Context: an optimization exercise on an open-source flow, tuned for small area and a short achievable clock period. The choices shown serve that exercise and are no tape-out recipe. In this exercise RTL edits were held to simulation tests only and were not proved equivalent to the original. In run 2 the design's own scripts or RTL, not TritonCTS, make the clock network. The clock input has no modelled driver; a real chip could not lean on it and would need a root buffer or a full tree.

## flow/config.mk

```make
export PLATFORM = sky130hd
export DESIGN_NAME = sigma_delta_ADC
export DESIGN_NICKNAME = sigma_delta_ADC
export VERILOG_FILES = /design/flow/design.v
export SDC_FILE = /design/flow/constraint.sdc
export NUM_CORES = 4
export LEC_CHECK = 0
export CAP_MARGIN = 20
export CORE_MARGIN = 2
export CORE_UTILIZATION = 40
export SETUP_SLACK_MARGIN = 2.4
export SLEW_MARGIN = 20
export SYNTH_HIERARCHICAL = 1
export SYNTH_MINIMUM_KEEP_SIZE = 0
```

## flow/constraint.sdc

```tcl
create_clock -name core_clock -period 4.0 [get_ports {clk}]
set_input_delay 0.8000 -clock core_clock [delete_from_list [all_inputs] [get_ports {clk}]]
set_output_delay 0.8000 -clock core_clock [all_outputs]
set_load 0.01 [all_outputs]
```

## flow/design.v

```verilog
module sigma_delta_ADC(
    input clk,
    input reset,
    input [23:0] analog_in,
    output [32:0] digital_out
);
wire [12*9-1:0] lo_all;   
wire [12*9-1:0] hi_all;
wire [4-1:0] f;           
wire [4-1:1] f_n;         
reg [12-1:0] in_hi;        
reg [4-1:1] fcp;          
reg [4-1:0] dout;         
assign lo_all[12-1:0] = analog_in[12-1:0];
assign hi_all[12-1:0] = in_hi;
genvar k;
generate for (k = 1; k <= 8; k = k + 1) begin : integ
    reg [12-1:0] lo;    
    reg [12-1:0] hi;    
    reg          cy;    
    wire [12-1:0] lo_n;
    wire [12-1:0] hi_n;
    wire cy_n;
    add_lo u_lo(.a(lo), .b(lo_all[12*(k-1) +: 12]), .ci(f[(k-1)*4/8]), .s(lo_n), .co(cy_n));
    if (k == 8) begin : last
        add_hi8 u_hi(.a(hi), .b(hi_all[12*(k-1) +: 12]), .ci(cy), .s(hi_n), .st(f_n[4-1:1]));
    end else begin : mid
        add_hi u_hi(.a(hi), .b(hi_all[12*(k-1) +: 12]), .ci(cy), .s(hi_n));
    end
    always @(posedge clk or posedge reset) begin
        if (reset) begin
            lo <= 0;
            hi <= 0;
            cy <= 1'b0;
        end else begin
            lo <= lo_n;
            cy <= cy_n;
            hi <= hi_n;
        end
    end
    assign lo_all[12*k +: 12] = lo;
    assign hi_all[12*k +: 12] = hi;
end endgenerate
assign f = {fcp[4-1:1], hi_all[12*8 + 12-1]};
always @(posedge clk or posedge reset) begin
    if (reset) begin
        in_hi <= 0;
        fcp <= 0;
        dout <= 0;
    end else begin
        in_hi <= analog_in[23:12];
        fcp <= f_n;
        dout <= f;
    end
end
assign digital_out = {1'b0, dout[3], dout[3], dout[3], dout[3], dout[3], dout[3], dout[2], dout[2], dout[2], dout[2], dout[2], dout[2], dout[1], dout[1], dout[1], dout[1], dout[1], dout[1], dout[0], dout[0], dout[0], dout[0], dout[0], dout[0], 8'b0};
endmodule
module add_lo(input [11:0] a, input [11:0] b, input ci, output [11:0] s, output co);
wire n1;
g_xor2 u1(.a(a[0]), .b(b[0]), .y(n1));
wire n2;
g_and2 u2(.a(a[0]), .b(b[0]), .y(n2));
wire n3;
g_or2 u3(.a(a[0]), .b(b[0]), .y(n3));
wire n4;
g_xor2 u4(.a(a[1]), .b(b[1]), .y(n4));
wire n5;
g_nand2 u5(.a(a[1]), .b(b[1]), .y(n5));
wire n6;
g_nor2 u6(.a(a[1]), .b(b[1]), .y(n6));
wire n7;
g_xor2 u7(.a(a[2]), .b(b[2]), .y(n7));
wire n8;
g_nand2 u8(.a(a[2]), .b(b[2]), .y(n8));
wire n9;
g_nor2 u9(.a(a[2]), .b(b[2]), .y(n9));
wire n10;
g_xor2 u10(.a(a[3]), .b(b[3]), .y(n10));
wire n11;
g_nand2 u11(.a(a[3]), .b(b[3]), .y(n11));
wire n12;
g_nor2 u12(.a(a[3]), .b(b[3]), .y(n12));
wire n13;
g_xor2 u13(.a(a[4]), .b(b[4]), .y(n13));
wire n14;
g_nand2 u14(.a(a[4]), .b(b[4]), .y(n14));
wire n15;
g_nor2 u15(.a(a[4]), .b(b[4]), .y(n15));
wire n16;
g_xor2 u16(.a(a[5]), .b(b[5]), .y(n16));
wire n17;
g_nand2 u17(.a(a[5]), .b(b[5]), .y(n17));
wire n18;
g_nor2 u18(.a(a[5]), .b(b[5]), .y(n18));
wire n19;
g_xor2 u19(.a(a[6]), .b(b[6]), .y(n19));
wire n20;
g_nand2 u20(.a(a[6]), .b(b[6]), .y(n20));
wire n21;
g_nor2 u21(.a(a[6]), .b(b[6]), .y(n21));
wire n22;
g_xor2 u22(.a(a[7]), .b(b[7]), .y(n22));
wire n23;
g_nand2 u23(.a(a[7]), .b(b[7]), .y(n23));
wire n24;
g_nor2 u24(.a(a[7]), .b(b[7]), .y(n24));
wire n25;
g_xor2 u25(.a(a[8]), .b(b[8]), .y(n25));
wire n26;
g_nand2 u26(.a(a[8]), .b(b[8]), .y(n26));
wire n27;
g_nor2 u27(.a(a[8]), .b(b[8]), .y(n27));
wire n28;
g_xor2 u28(.a(a[9]), .b(b[9]), .y(n28));
wire n29;
g_nand2 u29(.a(a[9]), .b(b[9]), .y(n29));
wire n30;
g_nor2 u30(.a(a[9]), .b(b[9]), .y(n30));
wire n31;
g_xor2 u31(.a(a[10]), .b(b[10]), .y(n31));
wire n32;
g_nand2 u32(.a(a[10]), .b(b[10]), .y(n32));
wire n33;
g_nor2 u33(.a(a[10]), .b(b[10]), .y(n33));
wire n34;
g_xor2 u34(.a(a[11]), .b(b[11]), .y(n34));
wire n35;
g_nand2 u35(.a(a[11]), .b(b[11]), .y(n35));
wire n36;
g_nor2 u36(.a(a[11]), .b(b[11]), .y(n36));
wire n37;
g_aoi21 u37(.a1(n3), .a2(ci), .b1(n2), .y(n37));
wire n38;
g_oai21 u38(.a1(n9), .a2(n5), .b1(n8), .y(n38));
wire n39;
g_nor2 u39(.a(n9), .b(n6), .y(n39));
wire n40;
g_oai21 u40(.a1(n15), .a2(n11), .b1(n14), .y(n40));
wire n41;
g_nor2 u41(.a(n15), .b(n12), .y(n41));
wire n42;
g_oai21 u42(.a1(n21), .a2(n17), .b1(n20), .y(n42));
wire n43;
g_nor2 u43(.a(n21), .b(n18), .y(n43));
wire n44;
g_oai21 u44(.a1(n27), .a2(n23), .b1(n26), .y(n44));
wire n45;
g_nor2 u45(.a(n27), .b(n24), .y(n45));
wire n46;
g_oai21 u46(.a1(n33), .a2(n29), .b1(n32), .y(n46));
wire n47;
g_nor2 u47(.a(n33), .b(n30), .y(n47));
wire n48;
g_oai21 u48(.a1(n6), .a2(n37), .b1(n5), .y(n48));
wire n49;
g_inv u49(.a(n39), .y(n49));
wire n50;
g_inv u50(.a(n38), .y(n50));
wire n51;
g_oai21 u51(.a1(n49), .a2(n37), .b1(n50), .y(n51));
wire n52;
g_inv u52(.a(n18), .y(n52));
wire n53;
g_inv u53(.a(n17), .y(n53));
wire n54;
g_aoi21 u54(.a1(n52), .a2(n40), .b1(n53), .y(n54));
wire n55;
g_nand2 u55(.a(n52), .b(n41), .y(n55));
wire n56;
g_aoi21 u56(.a1(n43), .a2(n40), .b1(n42), .y(n56));
wire n57;
g_nand2 u57(.a(n43), .b(n41), .y(n57));
wire n58;
g_inv u58(.a(n30), .y(n58));
wire n59;
g_inv u59(.a(n29), .y(n59));
wire n60;
g_aoi21 u60(.a1(n58), .a2(n44), .b1(n59), .y(n60));
wire n61;
g_nand2 u61(.a(n58), .b(n45), .y(n61));
wire n62;
g_aoi21 u62(.a1(n47), .a2(n44), .b1(n46), .y(n62));
wire n63;
g_nand2 u63(.a(n47), .b(n45), .y(n63));
wire n64;
g_inv u64(.a(n12), .y(n64));
wire n65;
g_inv u65(.a(n11), .y(n65));
wire n66;
g_aoi21 u66(.a1(n64), .a2(n51), .b1(n65), .y(n66));
wire n67;
g_aoi21 u67(.a1(n41), .a2(n51), .b1(n40), .y(n67));
wire n68;
g_inv u68(.a(n55), .y(n68));
wire n69;
g_inv u69(.a(n54), .y(n69));
wire n70;
g_aoi21 u70(.a1(n68), .a2(n51), .b1(n69), .y(n70));
wire n71;
g_inv u71(.a(n57), .y(n71));
wire n72;
g_inv u72(.a(n56), .y(n72));
wire n73;
g_aoi21 u73(.a1(n71), .a2(n51), .b1(n72), .y(n73));
wire n74;
g_oai21 u74(.a1(n36), .a2(n62), .b1(n35), .y(n74));
wire n75;
g_nor2 u75(.a(n36), .b(n63), .y(n75));
wire n76;
g_oai21 u76(.a1(n24), .a2(n73), .b1(n23), .y(n76));
wire n77;
g_inv u77(.a(n45), .y(n77));
wire n78;
g_inv u78(.a(n44), .y(n78));
wire n79;
g_oai21 u79(.a1(n77), .a2(n73), .b1(n78), .y(n79));
wire n80;
g_oai21 u80(.a1(n61), .a2(n73), .b1(n60), .y(n80));
wire n81;
g_oai21 u81(.a1(n63), .a2(n73), .b1(n62), .y(n81));
wire n82;
g_inv u82(.a(n75), .y(n82));
wire n83;
g_inv u83(.a(n74), .y(n83));
wire n84;
g_oai21 u84(.a1(n82), .a2(n73), .b1(n83), .y(n84));
wire n85;
g_xor2 u85(.a(n1), .b(ci), .y(n85));
wire n86;
g_xnor2 u86(.a(n4), .b(n37), .y(n86));
wire n87;
g_xor2 u87(.a(n7), .b(n48), .y(n87));
wire n88;
g_xor2 u88(.a(n10), .b(n51), .y(n88));
wire n89;
g_xnor2 u89(.a(n13), .b(n66), .y(n89));
wire n90;
g_xnor2 u90(.a(n16), .b(n67), .y(n90));
wire n91;
g_xnor2 u91(.a(n19), .b(n70), .y(n91));
wire n92;
g_xnor2 u92(.a(n22), .b(n73), .y(n92));
wire n93;
g_xor2 u93(.a(n25), .b(n76), .y(n93));
wire n94;
g_xor2 u94(.a(n28), .b(n79), .y(n94));
wire n95;
g_xor2 u95(.a(n31), .b(n80), .y(n95));
wire n96;
g_xor2 u96(.a(n34), .b(n81), .y(n96));
assign s[0] = n85;
assign s[1] = n86;
assign s[2] = n87;
assign s[3] = n88;
assign s[4] = n89;
assign s[5] = n90;
assign s[6] = n91;
assign s[7] = n92;
assign s[8] = n93;
assign s[9] = n94;
assign s[10] = n95;
assign s[11] = n96;
assign co = n84;
endmodule
module add_hi(input [11:0] a, input [11:0] b, input ci, output [11:0] s);
wire n1;
g_xor2 u1(.a(a[0]), .b(b[0]), .y(n1));
wire n2;
g_and2 u2(.a(a[0]), .b(b[0]), .y(n2));
wire n3;
g_or2 u3(.a(a[0]), .b(b[0]), .y(n3));
wire n4;
g_xor2 u4(.a(a[1]), .b(b[1]), .y(n4));
wire n5;
g_nand2 u5(.a(a[1]), .b(b[1]), .y(n5));
wire n6;
g_nor2 u6(.a(a[1]), .b(b[1]), .y(n6));
wire n7;
g_xor2 u7(.a(a[2]), .b(b[2]), .y(n7));
wire n8;
g_nand2 u8(.a(a[2]), .b(b[2]), .y(n8));
wire n9;
g_nor2 u9(.a(a[2]), .b(b[2]), .y(n9));
wire n10;
g_xor2 u10(.a(a[3]), .b(b[3]), .y(n10));
wire n11;
g_nand2 u11(.a(a[3]), .b(b[3]), .y(n11));
wire n12;
g_nor2 u12(.a(a[3]), .b(b[3]), .y(n12));
wire n13;
g_xor2 u13(.a(a[4]), .b(b[4]), .y(n13));
wire n14;
g_nand2 u14(.a(a[4]), .b(b[4]), .y(n14));
wire n15;
g_nor2 u15(.a(a[4]), .b(b[4]), .y(n15));
wire n16;
g_xor2 u16(.a(a[5]), .b(b[5]), .y(n16));
wire n17;
g_nand2 u17(.a(a[5]), .b(b[5]), .y(n17));
wire n18;
g_nor2 u18(.a(a[5]), .b(b[5]), .y(n18));
wire n19;
g_xor2 u19(.a(a[6]), .b(b[6]), .y(n19));
wire n20;
g_nand2 u20(.a(a[6]), .b(b[6]), .y(n20));
wire n21;
g_nor2 u21(.a(a[6]), .b(b[6]), .y(n21));
wire n22;
g_xor2 u22(.a(a[7]), .b(b[7]), .y(n22));
wire n23;
g_nand2 u23(.a(a[7]), .b(b[7]), .y(n23));
wire n24;
g_nor2 u24(.a(a[7]), .b(b[7]), .y(n24));
wire n25;
g_xor2 u25(.a(a[8]), .b(b[8]), .y(n25));
wire n26;
g_nand2 u26(.a(a[8]), .b(b[8]), .y(n26));
wire n27;
g_nor2 u27(.a(a[8]), .b(b[8]), .y(n27));
wire n28;
g_xor2 u28(.a(a[9]), .b(b[9]), .y(n28));
wire n29;
g_nand2 u29(.a(a[9]), .b(b[9]), .y(n29));
wire n30;
g_nor2 u30(.a(a[9]), .b(b[9]), .y(n30));
wire n31;
g_xor2 u31(.a(a[10]), .b(b[10]), .y(n31));
wire n32;
g_nand2 u32(.a(a[10]), .b(b[10]), .y(n32));
wire n33;
g_nor2 u33(.a(a[10]), .b(b[10]), .y(n33));
wire n34;
g_xor2 u34(.a(a[11]), .b(b[11]), .y(n34));
wire n35;
g_aoi21 u35(.a1(n3), .a2(ci), .b1(n2), .y(n35));
wire n36;
g_oai21 u36(.a1(n9), .a2(n5), .b1(n8), .y(n36));
wire n37;
g_nor2 u37(.a(n9), .b(n6), .y(n37));
wire n38;
g_oai21 u38(.a1(n15), .a2(n11), .b1(n14), .y(n38));
wire n39;
g_nor2 u39(.a(n15), .b(n12), .y(n39));
wire n40;
g_oai21 u40(.a1(n21), .a2(n17), .b1(n20), .y(n40));
wire n41;
g_nor2 u41(.a(n21), .b(n18), .y(n41));
wire n42;
g_oai21 u42(.a1(n27), .a2(n23), .b1(n26), .y(n42));
wire n43;
g_nor2 u43(.a(n27), .b(n24), .y(n43));
wire n44;
g_oai21 u44(.a1(n33), .a2(n29), .b1(n32), .y(n44));
wire n45;
g_nor2 u45(.a(n33), .b(n30), .y(n45));
wire n46;
g_oai21 u46(.a1(n6), .a2(n35), .b1(n5), .y(n46));
wire n47;
g_inv u47(.a(n37), .y(n47));
wire n48;
g_inv u48(.a(n36), .y(n48));
wire n49;
g_oai21 u49(.a1(n47), .a2(n35), .b1(n48), .y(n49));
wire n50;
g_inv u50(.a(n18), .y(n50));
wire n51;
g_inv u51(.a(n17), .y(n51));
wire n52;
g_aoi21 u52(.a1(n50), .a2(n38), .b1(n51), .y(n52));
wire n53;
g_nand2 u53(.a(n50), .b(n39), .y(n53));
wire n54;
g_aoi21 u54(.a1(n41), .a2(n38), .b1(n40), .y(n54));
wire n55;
g_nand2 u55(.a(n41), .b(n39), .y(n55));
wire n56;
g_inv u56(.a(n30), .y(n56));
wire n57;
g_inv u57(.a(n29), .y(n57));
wire n58;
g_aoi21 u58(.a1(n56), .a2(n42), .b1(n57), .y(n58));
wire n59;
g_nand2 u59(.a(n56), .b(n43), .y(n59));
wire n60;
g_aoi21 u60(.a1(n45), .a2(n42), .b1(n44), .y(n60));
wire n61;
g_nand2 u61(.a(n45), .b(n43), .y(n61));
wire n62;
g_inv u62(.a(n12), .y(n62));
wire n63;
g_inv u63(.a(n11), .y(n63));
wire n64;
g_aoi21 u64(.a1(n62), .a2(n49), .b1(n63), .y(n64));
wire n65;
g_aoi21 u65(.a1(n39), .a2(n49), .b1(n38), .y(n65));
wire n66;
g_inv u66(.a(n53), .y(n66));
wire n67;
g_inv u67(.a(n52), .y(n67));
wire n68;
g_aoi21 u68(.a1(n66), .a2(n49), .b1(n67), .y(n68));
wire n69;
g_inv u69(.a(n55), .y(n69));
wire n70;
g_inv u70(.a(n54), .y(n70));
wire n71;
g_aoi21 u71(.a1(n69), .a2(n49), .b1(n70), .y(n71));
wire n72;
g_oai21 u72(.a1(n24), .a2(n71), .b1(n23), .y(n72));
wire n73;
g_inv u73(.a(n43), .y(n73));
wire n74;
g_inv u74(.a(n42), .y(n74));
wire n75;
g_oai21 u75(.a1(n73), .a2(n71), .b1(n74), .y(n75));
wire n76;
g_oai21 u76(.a1(n59), .a2(n71), .b1(n58), .y(n76));
wire n77;
g_oai21 u77(.a1(n61), .a2(n71), .b1(n60), .y(n77));
wire n78;
g_xor2 u78(.a(n1), .b(ci), .y(n78));
wire n79;
g_xnor2 u79(.a(n4), .b(n35), .y(n79));
wire n80;
g_xor2 u80(.a(n7), .b(n46), .y(n80));
wire n81;
g_xor2 u81(.a(n10), .b(n49), .y(n81));
wire n82;
g_xnor2 u82(.a(n13), .b(n64), .y(n82));
wire n83;
g_xnor2 u83(.a(n16), .b(n65), .y(n83));
wire n84;
g_xnor2 u84(.a(n19), .b(n68), .y(n84));
wire n85;
g_xnor2 u85(.a(n22), .b(n71), .y(n85));
wire n86;
g_xor2 u86(.a(n25), .b(n72), .y(n86));
wire n87;
g_xor2 u87(.a(n28), .b(n75), .y(n87));
wire n88;
g_xor2 u88(.a(n31), .b(n76), .y(n88));
wire n89;
g_xor2 u89(.a(n34), .b(n77), .y(n89));
assign s[0] = n78;
assign s[1] = n79;
assign s[2] = n80;
assign s[3] = n81;
assign s[4] = n82;
assign s[5] = n83;
assign s[6] = n84;
assign s[7] = n85;
assign s[8] = n86;
assign s[9] = n87;
assign s[10] = n88;
assign s[11] = n89;
endmodule
module add_hi8(input [11:0] a, input [11:0] b, input ci, output [11:0] s, output [2:0] st);
wire n1;
g_xor2 u1(.a(a[0]), .b(b[0]), .y(n1));
wire n2;
g_and2 u2(.a(a[0]), .b(b[0]), .y(n2));
wire n3;
g_or2 u3(.a(a[0]), .b(b[0]), .y(n3));
wire n4;
g_xor2 u4(.a(a[1]), .b(b[1]), .y(n4));
wire n5;
g_nand2 u5(.a(a[1]), .b(b[1]), .y(n5));
wire n6;
g_nor2 u6(.a(a[1]), .b(b[1]), .y(n6));
wire n7;
g_xor2 u7(.a(a[2]), .b(b[2]), .y(n7));
wire n8;
g_nand2 u8(.a(a[2]), .b(b[2]), .y(n8));
wire n9;
g_nor2 u9(.a(a[2]), .b(b[2]), .y(n9));
wire n10;
g_xor2 u10(.a(a[3]), .b(b[3]), .y(n10));
wire n11;
g_nand2 u11(.a(a[3]), .b(b[3]), .y(n11));
wire n12;
g_nor2 u12(.a(a[3]), .b(b[3]), .y(n12));
wire n13;
g_xor2 u13(.a(a[4]), .b(b[4]), .y(n13));
wire n14;
g_nand2 u14(.a(a[4]), .b(b[4]), .y(n14));
wire n15;
g_nor2 u15(.a(a[4]), .b(b[4]), .y(n15));
wire n16;
g_xor2 u16(.a(a[5]), .b(b[5]), .y(n16));
wire n17;
g_nand2 u17(.a(a[5]), .b(b[5]), .y(n17));
wire n18;
g_nor2 u18(.a(a[5]), .b(b[5]), .y(n18));
wire n19;
g_xor2 u19(.a(a[6]), .b(b[6]), .y(n19));
wire n20;
g_nand2 u20(.a(a[6]), .b(b[6]), .y(n20));
wire n21;
g_nor2 u21(.a(a[6]), .b(b[6]), .y(n21));
wire n22;
g_xor2 u22(.a(a[7]), .b(b[7]), .y(n22));
wire n23;
g_nand2 u23(.a(a[7]), .b(b[7]), .y(n23));
wire n24;
g_nor2 u24(.a(a[7]), .b(b[7]), .y(n24));
wire n25;
g_xor2 u25(.a(a[8]), .b(b[8]), .y(n25));
wire n26;
g_nand2 u26(.a(a[8]), .b(b[8]), .y(n26));
wire n27;
g_nor2 u27(.a(a[8]), .b(b[8]), .y(n27));
wire n28;
g_xor2 u28(.a(a[9]), .b(b[9]), .y(n28));
wire n29;
g_nand2 u29(.a(a[9]), .b(b[9]), .y(n29));
wire n30;
g_nor2 u30(.a(a[9]), .b(b[9]), .y(n30));
wire n31;
g_xor2 u31(.a(a[10]), .b(b[10]), .y(n31));
wire n32;
g_nand2 u32(.a(a[10]), .b(b[10]), .y(n32));
wire n33;
g_nor2 u33(.a(a[10]), .b(b[10]), .y(n33));
wire n34;
g_xor2 u34(.a(a[11]), .b(b[11]), .y(n34));
wire n35;
g_aoi21 u35(.a1(n3), .a2(ci), .b1(n2), .y(n35));
wire n36;
g_oai21 u36(.a1(n9), .a2(n5), .b1(n8), .y(n36));
wire n37;
g_nor2 u37(.a(n9), .b(n6), .y(n37));
wire n38;
g_oai21 u38(.a1(n15), .a2(n11), .b1(n14), .y(n38));
wire n39;
g_nor2 u39(.a(n15), .b(n12), .y(n39));
wire n40;
g_oai21 u40(.a1(n21), .a2(n17), .b1(n20), .y(n40));
wire n41;
g_nor2 u41(.a(n21), .b(n18), .y(n41));
wire n42;
g_oai21 u42(.a1(n27), .a2(n23), .b1(n26), .y(n42));
wire n43;
g_nor2 u43(.a(n27), .b(n24), .y(n43));
wire n44;
g_oai21 u44(.a1(n33), .a2(n29), .b1(n32), .y(n44));
wire n45;
g_nor2 u45(.a(n33), .b(n30), .y(n45));
wire n46;
g_oai21 u46(.a1(n6), .a2(n35), .b1(n5), .y(n46));
wire n47;
g_inv u47(.a(n37), .y(n47));
wire n48;
g_inv u48(.a(n36), .y(n48));
wire n49;
g_oai21 u49(.a1(n47), .a2(n35), .b1(n48), .y(n49));
wire n50;
g_inv u50(.a(n18), .y(n50));
wire n51;
g_inv u51(.a(n17), .y(n51));
wire n52;
g_aoi21 u52(.a1(n50), .a2(n38), .b1(n51), .y(n52));
wire n53;
g_nand2 u53(.a(n50), .b(n39), .y(n53));
wire n54;
g_aoi21 u54(.a1(n41), .a2(n38), .b1(n40), .y(n54));
wire n55;
g_nand2 u55(.a(n41), .b(n39), .y(n55));
wire n56;
g_inv u56(.a(n30), .y(n56));
wire n57;
g_inv u57(.a(n29), .y(n57));
wire n58;
g_aoi21 u58(.a1(n56), .a2(n42), .b1(n57), .y(n58));
wire n59;
g_nand2 u59(.a(n56), .b(n43), .y(n59));
wire n60;
g_aoi21 u60(.a1(n45), .a2(n42), .b1(n44), .y(n60));
wire n61;
g_nand2 u61(.a(n45), .b(n43), .y(n61));
wire n62;
g_inv u62(.a(n12), .y(n62));
wire n63;
g_inv u63(.a(n11), .y(n63));
wire n64;
g_aoi21 u64(.a1(n62), .a2(n49), .b1(n63), .y(n64));
wire n65;
g_aoi21 u65(.a1(n39), .a2(n49), .b1(n38), .y(n65));
wire n66;
g_inv u66(.a(n53), .y(n66));
wire n67;
g_inv u67(.a(n52), .y(n67));
wire n68;
g_aoi21 u68(.a1(n66), .a2(n49), .b1(n67), .y(n68));
wire n69;
g_inv u69(.a(n55), .y(n69));
wire n70;
g_inv u70(.a(n54), .y(n70));
wire n71;
g_aoi21 u71(.a1(n69), .a2(n49), .b1(n70), .y(n71));
wire n72;
g_oai21 u72(.a1(n24), .a2(n71), .b1(n23), .y(n72));
wire n73;
g_inv u73(.a(n43), .y(n73));
wire n74;
g_inv u74(.a(n42), .y(n74));
wire n75;
g_oai21 u75(.a1(n73), .a2(n71), .b1(n74), .y(n75));
wire n76;
g_oai21 u76(.a1(n59), .a2(n71), .b1(n58), .y(n76));
wire n77;
g_oai21 u77(.a1(n61), .a2(n71), .b1(n60), .y(n77));
wire n78;
g_xor2 u78(.a(n1), .b(ci), .y(n78));
wire n79;
g_xnor2 u79(.a(n4), .b(n35), .y(n79));
wire n80;
g_xor2 u80(.a(n7), .b(n46), .y(n80));
wire n81;
g_xor2 u81(.a(n10), .b(n49), .y(n81));
wire n82;
g_xnor2 u82(.a(n13), .b(n64), .y(n82));
wire n83;
g_xnor2 u83(.a(n16), .b(n65), .y(n83));
wire n84;
g_xnor2 u84(.a(n19), .b(n68), .y(n84));
wire n85;
g_xnor2 u85(.a(n22), .b(n71), .y(n85));
wire n86;
g_xor2 u86(.a(n25), .b(n72), .y(n86));
wire n87;
g_xor2 u87(.a(n28), .b(n75), .y(n87));
wire n88;
g_xor2 u88(.a(n31), .b(n76), .y(n88));
wire n89;
g_xor2 u89(.a(n34), .b(n77), .y(n89));
wire n90;
g_xor2 u90(.a(n34), .b(n77), .y(n90));
wire n91;
g_xor2 u91(.a(n34), .b(n77), .y(n91));
wire n92;
g_xor2 u92(.a(n34), .b(n77), .y(n92));
assign s[0] = n78;
assign s[1] = n79;
assign s[2] = n80;
assign s[3] = n81;
assign s[4] = n82;
assign s[5] = n83;
assign s[6] = n84;
assign s[7] = n85;
assign s[8] = n86;
assign s[9] = n87;
assign s[10] = n88;
assign s[11] = n89;
assign st[0] = n90;
assign st[1] = n91;
assign st[2] = n92;
endmodule
module g_inv(input a, output y);            assign y = ~a;              endmodule
module g_nand2(input a, input b, output y); assign y = ~(a & b);        endmodule
module g_nor2(input a, input b, output y);  assign y = ~(a | b);        endmodule
module g_and2(input a, input b, output y);  assign y = a & b;           endmodule
module g_or2(input a, input b, output y);   assign y = a | b;           endmodule
module g_xor2(input a, input b, output y);  assign y = a ^ b;           endmodule
module g_xnor2(input a, input b, output y); assign y = ~(a ^ b);        endmodule
module g_aoi21(input a1, input a2, input b1, output y); assign y = ~((a1 & a2) | b1); endmodule
module g_oai21(input a1, input a2, input b1, output y); assign y = ~((a1 | a2) & b1); endmodule
```

## flow/run.sh

```bash
#!/bin/bash
# synth_recipe.tcl (not shown) runs the flow's synth.tcl, then flattens the netlist and writes it again
# the make line also repeats each setting of config.mk as NAME=value (left out here)
make -C /OpenROAD-flow-scripts/flow DESIGN_CONFIG=/design/flow/config.mk WORK_HOME=/design/flow/orfs CLKGATE_MAP_FILE= SYNTH_SCRIPT=/design/flow/synth_recipe.tcl finish
```

==> results of run 1 <==
-- modules after synthesis (local to each module, per instance) --
module	flops+latches	cells inside
g_inv	0	1
g_or2	0	1
g_and2	0	1
g_xnor2	0	1
g_xor2	0	1
add_hi	0	12
add_hi8	0	15
g_nor2	0	1
g_oai21	0	1
g_nand2	0	1
add_lo	0	12
sigma_delta_ADC	219	250
g_aoi21	0	1
-- final timing paths --
| check | end | slack, ns | cells past startpoint |
|---|---|---|---|
| setup / recovery | digital_out[17] | 1.98 | 2 |
| hold / removal | integ[7].hi[0] | 0.51 | 1 |
| setup reg to reg | integ[3].lo[8] | 2.33 | 6 |
| hold reg to reg | integ[7].hi[0] | 0.51 | 1 |
| max in group asynchronous | integ[7].lo[4] | 2.60 | 3 |
| min in group asynchronous | in_hi[0] | 0.77 | 3 |
-- final cells by class --
| class | instances | area share, % |
|---|---|---|
| inverters | 241 | 5.09 |
| well taps | 518 | 3.63 |
| multi-input cells | 1252 | 48.0 |
| clock inverters | 2 | 0.140 |
| repair buffers | 167 | 8.01 |
| flip-flops and latches | 219 | 30.9 |
| clock buffers | 43 | 4.24 |
-- worst register-to-register path, cell delays in order, from the launching register on --
cell	delay, ns
dfrtp_1	0.42
or2_1	0.27
a21oi_4	0.20
o21ai_4	0.11
a21oi_4	0.31
o21ai_2	0.09
xor2_1	0.15
-- metrics by stage --
step,instances,worst slack (ns)
detailed placement,2281,1.48
CTS,2390,1.94
global route,2442,1.93
global placement,2281,1.51
finish,2442,1.98
floorplan,1936,0.346
-- cells in the mapped netlist --
| library cell | n |
|---|---|
| xor2_1 | 307 |
| nor2_1 | 256 |
| inv_1 | 241 |
| nand2_1 | 232 |
| buf_4 | 224 |
| dfrtp_1 | 219 |
| o21ai_1 | 192 |
| a21oi_2 | 144 |
| xnor2_1 | 80 |
| and2_1 | 16 |
| or2_1 | 16 |
| conb_1 | 1 |
-- sequential cells by signal (all words and copies together) (netlist names) --
register / flops
integ.hi: 96
integ.lo: 96
in_hi: 12
integ.cy: 8
dout: 4
fcp: 3
-- cell families after synthesis --
| kind of cell | after synthesis | synth area share, % |
|---|---|---|
| buffers and inverters | 465 | 16.5 |
| xor gates and xnor gates | 387 | 21.6 |
| other | 1 | 0.0239 |
| AOI/OAI and AO/OA | 336 | 14.1 |
| and+or+nand+nor | 520 | 12.9 |
| DFF | 219 | 34.9 |
-- metal layers --
metal / track usage, % / wire length, um / up-vias
met3: 2.06 / 862 / 34
li1: - / - / 5712
met4: 3.73 / 485 / 0
met5: 0 / 0 / -
met1: 16.1 / 12400 / 5143
met2: 23.4 / 13300 / 87
-- what timing repair did --
action / CTS / global route
setup endpoints to repair: 98 / 120
pin swaps: 51 / 75
buffers inserted: 64 / 52
hold buffers: 0 / 0
resized for setup: 144 / 141
hold endpoints to repair: 0 / 0
==> impl_metrics.csv, run 1 <==
group,metric,value,unit
outcome,outcome,"no timing/DRC/antenna violations",
setup_path,path_cells,"buf_6, buf_6",
die,ios,59,
setup_path,critPathMaxFanout,5,
job,drv_cap,0,
yosys,syn_area,15700,um^2
cells_and_area,fill_cells,3676,
timing,fmax,0.496,GHz
clocking,clkTransAtPathRegs,0.06,ns
place,io_buffers,49,
setup_path,max_stage_delay,0.42,ns
routing,wl,27000,um
yosys,synth_cell_types,12,
yosys,ys_top_cells_by_area,"dfrtp_1 (35%), xor2_1 (17%), buf_4 (11%)",
global_route,antenna_found_initial,0,
timing,tightest_slew,0.704,ns
routing,ant_nets,0,
routing,first_pass_iters,4,
setup_path,cp_data_required_time,3.20,ns
die,die_area,40900,um^2
setup_path,setup.worst_path.start_class,"flip-flop",
cells_and_area,area.growth.synth_to_final,13.6,%
clocking,worstSkewPairLatency,0.56,ns
timing,hold_ws,0.511,ns
timing,finalCritPeriodShare,50.4,%
cells_and_area,multi_input_area,8570,um^2
die,core_area,38700,um^2
cells_and_area,utilization,46.1,%
setup_path,cpMostUsedCell,"buf_6",
yosys,yosysSeqAreaShare,34.9,%
timing,relSlewSlack,53.1,%
timing,fin_crit,2.02,ns
clocking,cts_root_buf,"clkbuf_16",
setup_path,crit_buf_inv,2,
die,die_x,202,um
timing,report.final.hold_viol_count,0,
setup_path,regToRegStartpoint,"integ[3].lo[0]",
routing,drc,0,
cells_and_area,layout_common_cells,"xor2_1 (307), nor2_1 (244), inv_1 (240), nand2_1 (231), dfrtp_1 (193)",
die,die_h,202,um
timing,tns,0,ns
routing,drt_iter0_markers,305,
timing,rsz0062_at_grt,"yes",
yosys,synth_seq_cells,219,
min_path,min_path_type,"reg2reg",
cells_and_area,diodes,0,
setup_path,end_kind,"output pin",
timing,slew_violations,0,
yosys,synth_area_per_cell,8.15,um^2
cells_and_area,final_common_cell,"xor2_1",
yosys,synth_top_area_share,34.9,%
global_route,grt_max_degree,135,
clocking,htreeDepth,1,
setup_path,worst-setup-path-type,"reg2out",
clocking,cts_buffer_depth,3,
setup_path,cp_slowest_cell,"dfrtp_1",
timing,finalClockSkew,0.0161,ns
global_route,grt_pass1_vias,10509,
routing,route.vias.total,10976,
min_path,worstHoldStart,"integ[7].cy",
setup_path,crit_path_start,"dout[1]",
global_route,grt_overflow,0,
yosys,netlist_instances,1928,
clocking,numCtsBuffers,27,
cells_and_area,regArea,5510,um^2
timing,finalSetupViolations,0,
setup_path,crit_arrival,1.22,ns
place,hpwl,18000,um
global_route,grt_pass1_wl,45900,um
die,rows,72,
clocking,cts_tree,"yes",
yosys,yosysWarnings,7,
place,placed_area,15700,um^2
global_route,grt.total_usage,13.0,%
routing,wl_per_cell,11.1,um
yosys,synth_top_cell_by_area,"dfrtp_1",
place,gp_congestion,0.720,
die,initial_core_util,40.6,%
setup_path,cp_top_family,"flip-flops",
cells_and_area,final_area,17800,um^2
cells_and_area,nets,1934,
cells_and_area,drive_above_1_share,25.1,%
clocking,clock-sinks,219,
routing,via_per_inst,4.49,
==> inputs of run 2 (changes only) <==
==> flow/flow/run.sh (new file) <==
#!/bin/bash
# The standard layout (the standard.sh: its synthesis, floorplan, power grid,
# placement, CTS, routing), with one addition: after CTS, flow/clock_tree.tcl
# rebuilds the clock tree as two balanced buffer levels (the port drives
# CT_ROOTS root buffers, which drive CT_LEAVES leaf buffers at k-means centres
# of the flip-flops). The make output goes to make.log; each ORFS step's tool
# output is in orfs/logs/.
set -euo pipefail
here=$(pwd)
export CT_ROOTS=4
export CT_LEAVES=12
bash standard.sh POST_CTS_TCL="$here/flow/clock_tree.tcl" CT_ROOTS=$CT_ROOTS CT_LEAVES=$CT_LEAVES finish > "$here/make.log" 2>&1
==> flow/flow/clock_tree.tcl (new file) <==
# Rebuild the clock tree after CTS as two balanced levels: the clock port drives
# ROOTS root buffers, each driving its share of LEAVES leaf buffers placed at the
# centres of k-means clusters of the flip-flops. Every flip-flop is one leaf level
# below the port, so the tree stays balanced; it only has fewer levels than
# TritonCTS builds.
set nleaves [expr {[info exists ::env(CT_LEAVES)] ? $::env(CT_LEAVES) : 8}]
set nroots  [expr {[info exists ::env(CT_ROOTS)] ? $::env(CT_ROOTS) : 1}]
set leafcell [expr {[info exists ::env(CT_LEAF_CELL)] ? $::env(CT_LEAF_CELL) : "sky130_fd_sc_hd__clkbuf_16"}]
set rootcell [expr {[info exists ::env(CT_ROOT_CELL)] ? $::env(CT_ROOT_CELL) : "sky130_fd_sc_hd__clkbuf_16"}]

set block [ord::get_db_block]
set db [ord::get_db]
set clk_bterm [$block findBTerm clk]
set clk_net [$clk_bterm getNet]

# walk the existing tree from the port: buffers to delete, register clock pins to keep
set sinks {}
set bufs {}
set todo [list $clk_net]
while {[llength $todo]} {
  set net [lindex $todo 0]
  set todo [lrange $todo 1 end]
  foreach it [$net getITerms] {
    if {![$it isInputSignal]} { continue }
    set inst [$it getInst]
    set m [[$inst getMaster] getName]
    if {[string match "*clkbuf*" $m] || [string match "*__buf_*" $m] || [string match "*clkinv*" $m]} {
      lappend bufs $inst
      if {[string match "*clkinv*" $m]} {
        # a dummy load that CTS added for balance: it must drive nothing
        foreach o [$inst getITerms] {
          if {[$o isOutputSignal] && [$o getNet] ne "NULL" && [llength [[$o getNet] getITerms]] > 1} { error "inverter in clock tree: [$inst getName]" }
        }
        continue
      }
      foreach o [$inst getITerms] {
        if {[$o isOutputSignal] && [$o getNet] ne "NULL"} { lappend todo [$o getNet] }
      }
    } else {
      lappend sinks $it
    }
  }
}
puts "clock_tree: [llength $sinks] sinks, removing [llength $bufs] buffers"

# remove the old buffers and their output nets
foreach inst $bufs {
  foreach it [$inst getITerms] {
    set n [$it getNet]
    if {$n eq "NULL"} { continue }
    if {[$it isOutputSignal]} {
      foreach s [$n getITerms] { $s disconnect }
      odb::dbNet_destroy $n
    } else {
      $it disconnect
    }
  }
  odb::dbInst_destroy $inst
}
foreach s $sinks { if {[$s getNet] ne "NULL"} { $s disconnect } }

# k-means on the sink locations
set pts {}
foreach s $sinks {
  set b [[$s getInst] getBBox]
  lappend pts [list [expr {([$b xMin] + [$b xMax]) / 2.0}] [expr {([$b yMin] + [$b yMax]) / 2.0}]]
}
proc kmeans {pts k iters} {
  set n [llength $pts]
  set sorted [lsort -real -index 0 $pts]
  set cents {}
  # seed: spread along a space-filling order (sort by x, then stripes by y)
  for {set i 0} {$i < $k} {incr i} {
    lappend cents [lindex $sorted [expr {int(($i + 0.5) * $n / $k)}]]
  }
  set asg {}
  for {set it 0} {$it < $iters} {incr it} {
    set asg {}
    foreach p $pts {
      set best 0; set bd 1e30
      for {set c 0} {$c < $k} {incr c} {
        set cc [lindex $cents $c]
        set d [expr {pow([lindex $p 0]-[lindex $cc 0],2) + pow([lindex $p 1]-[lindex $cc 1],2)}]
        if {$d < $bd} { set bd $d; set best $c }
      }
      lappend asg $best
    }
    set sx {}; set sy {}; set cnt {}
    for {set c 0} {$c < $k} {incr c} { lappend sx 0.0; lappend sy 0.0; lappend cnt 0 }
    foreach p $pts a $asg {
      lset sx $a [expr {[lindex $sx $a] + [lindex $p 0]}]
      lset sy $a [expr {[lindex $sy $a] + [lindex $p 1]}]
      lset cnt $a [expr {[lindex $cnt $a] + 1}]
    }
    for {set c 0} {$c < $k} {incr c} {
      if {[lindex $cnt $c] > 0} {
        lset cents $c [list [expr {[lindex $sx $c] / [lindex $cnt $c]}] [expr {[lindex $sy $c] / [lindex $cnt $c]}]]
      }
    }
  }
  return [list $cents $asg]
}
lassign [kmeans $pts $nleaves 30] lcents lasg
set lcentpts {}
foreach c $lcents { lappend lcentpts $c }
if {$nroots > 1} {
  lassign [kmeans $lcentpts $nroots 30] rcents rasg
} else {
  set sx 0; set sy 0
  foreach c $lcents { set sx [expr {$sx + [lindex $c 0]}]; set sy [expr {$sy + [lindex $c 1]}] }
  set rcents [list [list [expr {$sx / $nleaves}] [expr {$sy / $nleaves}]]]
  set rasg {}
  foreach c $lcents { lappend rasg 0 }
}

set lm [$db findMaster $leafcell]
set rm [$db findMaster $rootcell]
proc place_at {inst x y} {
  $inst setLocation [expr {int($x)}] [expr {int($y)}]
  $inst setPlacementStatus PLACED
}
set roots {}
for {set r 0} {$r < $nroots} {incr r} {
  set inst [odb::dbInst_create $block $rm "ctroot_$r"]
  set net [odb::dbNet_create $block "ctroot_net_$r"]
  $net setSigType CLOCK
  [$inst findITerm A] connect $clk_net
  [$inst findITerm X] connect $net
  set c [lindex $rcents $r]
  place_at $inst [lindex $c 0] [lindex $c 1]
  lappend roots $net
}
for {set l 0} {$l < $nleaves} {incr l} {
  set inst [odb::dbInst_create $block $lm "ctleaf_$l"]
  set net [odb::dbNet_create $block "ctleaf_net_$l"]
  $net setSigType CLOCK
  [$inst findITerm A] connect [lindex $roots [lindex $rasg $l]]
  [$inst findITerm X] connect $net
  set c [lindex $lcents $l]
  place_at $inst [lindex $c 0] [lindex $c 1]
  set leafnet($l) $net
}
foreach s $sinks a $lasg { $s connect $leafnet($a) }
$clk_net setSigType CLOCK

detailed_placement
check_placement -verbose
estimate_parasitics -placement
set_propagated_clock [all_clocks]
report_clock_skew
report_clock_latency
puts "clock_tree: done"
==> flow/standard.sh (new file) <==
#!/bin/bash
# synth_recipe.tcl (not shown) runs the flow's synth.tcl, then flattens the netlist and writes it again
# the make line also repeats each setting of config.mk as NAME=value (left out here)
make -C /OpenROAD-flow-scripts/flow DESIGN_CONFIG=/design/flow/config.mk WORK_HOME=/design/flow/orfs CLKGATE_MAP_FILE= SYNTH_SCRIPT=/design/flow/synth_recipe.tcl "${@:-finish}"
--- a/flow/config.mk
+++ b/flow/config.mk
@@ -8,7 +8,7 @@
 export CAP_MARGIN = 20
 export CORE_MARGIN = 2
 export CORE_UTILIZATION = 40
-export SETUP_SLACK_MARGIN = 2.4
+export SETUP_SLACK_MARGIN = 2.3
 export SLEW_MARGIN = 20
 export SYNTH_HIERARCHICAL = 1
 export SYNTH_MINIMUM_KEEP_SIZE = 0
removed: flow/run.sh
==> run 2 against run 1 <==
Die area did not move. Clock skew up 0.021 ns. Global-route usage is 0.25 points lower. Flip-flop and latch count is the same. Cell count decreased by 0.61%. First-iteration DRC count grew 38%. Sequential share of layout area up 0.56 points. Core utilization down 0.84 points. Critical endpoint unchanged.
==> impl_metrics.csv, run 2 <==
group,metric,value,unit
outcome,outcome,"no timing/DRC/antenna violations",
global_route,grt.total_usage,12.8,%
yosys,netlist_instances,1928,
place,pre_cts_ws,1.57,ns
place,gp_congestion,0.734,
die,die_x,202,um
routing,drt_iter0_markers,420,
timing,worst_slack,2.25,ns
timing,report.final.hold_viol_count,0,
global_route,antenna_found_initial,0,
timing,tightest_slew,0.530,ns
cells_and_area,area.growth.synth_to_final,11.5,%
global_route,grt_pass1_wl,45000,um
timing,slew_violations,0,
setup_path,setup.worst_path.start_class,"flip-flop",
yosys,ys_top_cells_by_area,"dfrtp_1 (35%), xor2_1 (17%), buf_4 (11%)",
timing,tns,0,ns
yosys,synth_top_area_share,34.9,%
timing,fin_crit,1.75,ns
setup_path,regToRegStartpoint,"integ[7].hi[0]",
place,hpwl,18500,um
die,rows,72,
yosys,synth_cell_types,12,
cells_and_area,nets,1935,
min_path,min_path_type,"reg2reg",
timing,fmax,0.572,GHz
yosys,synth_edf_count,0,
clocking,clkTransAtPathRegs,0.08,ns
routing,via_per_inst,4.46,
global_route,grt_max_degree,98,
global_route,grt_pass1_vias,10060,
min_path,worstHoldStart,"integ[2].cy",
yosys,synth_top_cell_by_area,"dfrtp_1",
cells_and_area,multi_input_area,8450,um^2
routing,drc,0,
cells_and_area,fill_cells,3752,
setup_path,critPathMaxFanout,4,
die,core_area,38700,um^2
timing,relSlewSlack,64.6,%
setup_path,cp_data_required_time,3.20,ns
routing,ant_nets,0,
cells_and_area,final_common_cell,"xor2_1",
job,drv_cap,0,
die,die_area,40900,um^2
clocking,clock-sinks,219,
routing,wl_per_cell,11.2,um
die,initial_core_util,40.6,%
clocking,worstSkewPairLatency,0.32,ns
yosys,yosysSeqAreaShare,34.9,%
routing,first_pass_iters,4,
yosys,yosysWarnings,7,
setup_path,crit_arrival,0.95,ns
yosys,syn_area,15700,um^2
timing,finalSetupViolations,0,
yosys,async_flop_share,100,%
cells_and_area,layout_common_cells,"xor2_1 (306), inv_1 (239), nor2_1 (237), nand2_1 (230), dfrtp_1 (194)",
routing,route.vias.total,10836,
routing,wl,27100,um
timing,finalClockSkew,0.0374,ns
yosys,netlist_top_cells_count,"xor2_1 (307), nor2_1 (256), inv_1 (241), nand2_1 (232), buf_4 (224)",
yosys,synth_seq_cells,219,
yosys,synth_most_common_cell,"xor2_1",
cells_and_area,reg.largest.list,"integ.hi (96), integ.lo (96), in_hi (12)",
yosys,ys.flop_type,"dfrtp_1",
cells_and_area,drive_above_1_share,23.8,%
place,io_buffers,49,
global_route,grt_overflow,0,
cells_and_area,regArea,5510,um^2
cells_and_area,diodes,0,
die,ios,59,
timing,finalCritPeriodShare,43.7,%
die,die_h,202,um
setup_path,crit_path_start,"dout[1]",
timing,rsz0062_at_grt,"yes",
setup_path,worst-setup-path-type,"reg2out",
setup_path,end_kind,"output pin",
yosys,synth_area_per_cell,8.15,um^2
## run 2: metrics by stage
stage	std cells	util (%)	area, um^2	hold slack, ns
2_1_floorplan	1936	-	16100	0.544
3_3_place_gp	2284	40.3	15600	0.510
3_5_place_dp	2284	40.3	15600	0.522
5_1_grt	2427	45.2	17500	0.517
6_report	2427	45.2	17500	0.502
## run 2: final cells by class
class	instances	area share (%)
well taps	518	3.70
repair buffers	178	8.76
flip-flops and latches	219	31.5
plain buffers	16	2.29
repair inverters	1	0.0286
multi-input cells	1252	48.2
inverters	241	5.18
clock inverters	2	0.343
## run 2: Yosys stat by module, one instance, submodules excluded
| module | cells | area, um^2 |
|---|---|---|
| add_lo | 12 | 90.1 |
| g_aoi21 | 1 | 8.76 |
| g_xor2 | 1 | 8.76 |
| add_hi8 | 15 | 113 |
| g_oai21 | 1 | 5.00 |
| g_nor2 | 1 | 3.75 |
| sigma_delta_ADC | 250 | 5710 |
| g_inv | 1 | 3.75 |
| g_xnor2 | 1 | 8.76 |
| add_hi | 12 | 90.1 |
| g_nand2 | 1 | 3.75 |
| g_or2 | 1 | 6.26 |
| g_and2 | 1 | 6.26 |
## run 2: final timing paths
| kind | cells past startpoint | slack (ns) | end |
|---|---|---|---|
| hold reg to reg | 1 | 0.50 | integ[2].hi[0] |
| setup reg to reg | 6 | 2.28 | fcp[3] |
| min in group asynchronous | 2 | 0.53 | dout[3] |
| max in group asynchronous | 5 | 2.73 | integ[2].hi[6] |
| hold / removal | 1 | 0.50 | integ[2].hi[0] |
| setup / recovery | 2 | 2.25 | digital_out[17] |
## run 2: layer usage
layer,up-vias,GRT usage (%),part of all wire [%]
met3,23,1.56,2.0
met5,-,0,0
met2,59,23.0,50
li1,5675,-,-
met1,5079,16.3,46
met4,0,2.97,1.4
## run 2: cell families after synthesis
group | after synthesis | synth area share, %
AO/OA/AOI/OAI | 336 | 14.1
XOR/XNOR | 387 | 21.6
buffers and inverters | 465 | 16.5
flip-flops | 219 | 34.9
other | 1 | 0.0239
AND/OR/NAND/NOR | 520 | 12.9
## run 2: worst max-delay path: stages, from the launching register on
cell     delay [ns]
dfrtp_1        0.41
buf_6          0.14
buf_6          0.11

[afterwards: timing with drivers on the ports]
In the flow no input, the clock included, has a driving cell. The finished layouts below were timed again as built, in two steps.
Step 1, drivers: a clkbuf_16 drives clk and a buf_2 each remaining input, both assumed.
Step 2 moves the port delays by t, midway between the first and last clock arrival at a register: inputs arrive t later, outputs are due t later. That takes back most of the time a late clock gives input paths.
Slacks: no drivers / after step 1 / after step 2; pairs: no drivers / after step 1.
run	t (ns)	setup slack, ns	clock arrival spread, ns	worst data-port slew with drivers (ns)	cell pins on the clock port's net
run 1	0.601	1.984 / 1.933 / 1.800	0.019 / 0.018	0.05	1
run 2	0.395	2.252 / 2.158 / 2.006	0.038 / 0.037	0.06	4
After both steps every run listed still meets setup and hold. The setup slack of run 2, which loses most, moves by -0.094 ns with the drivers and by -0.246 ns with both steps.
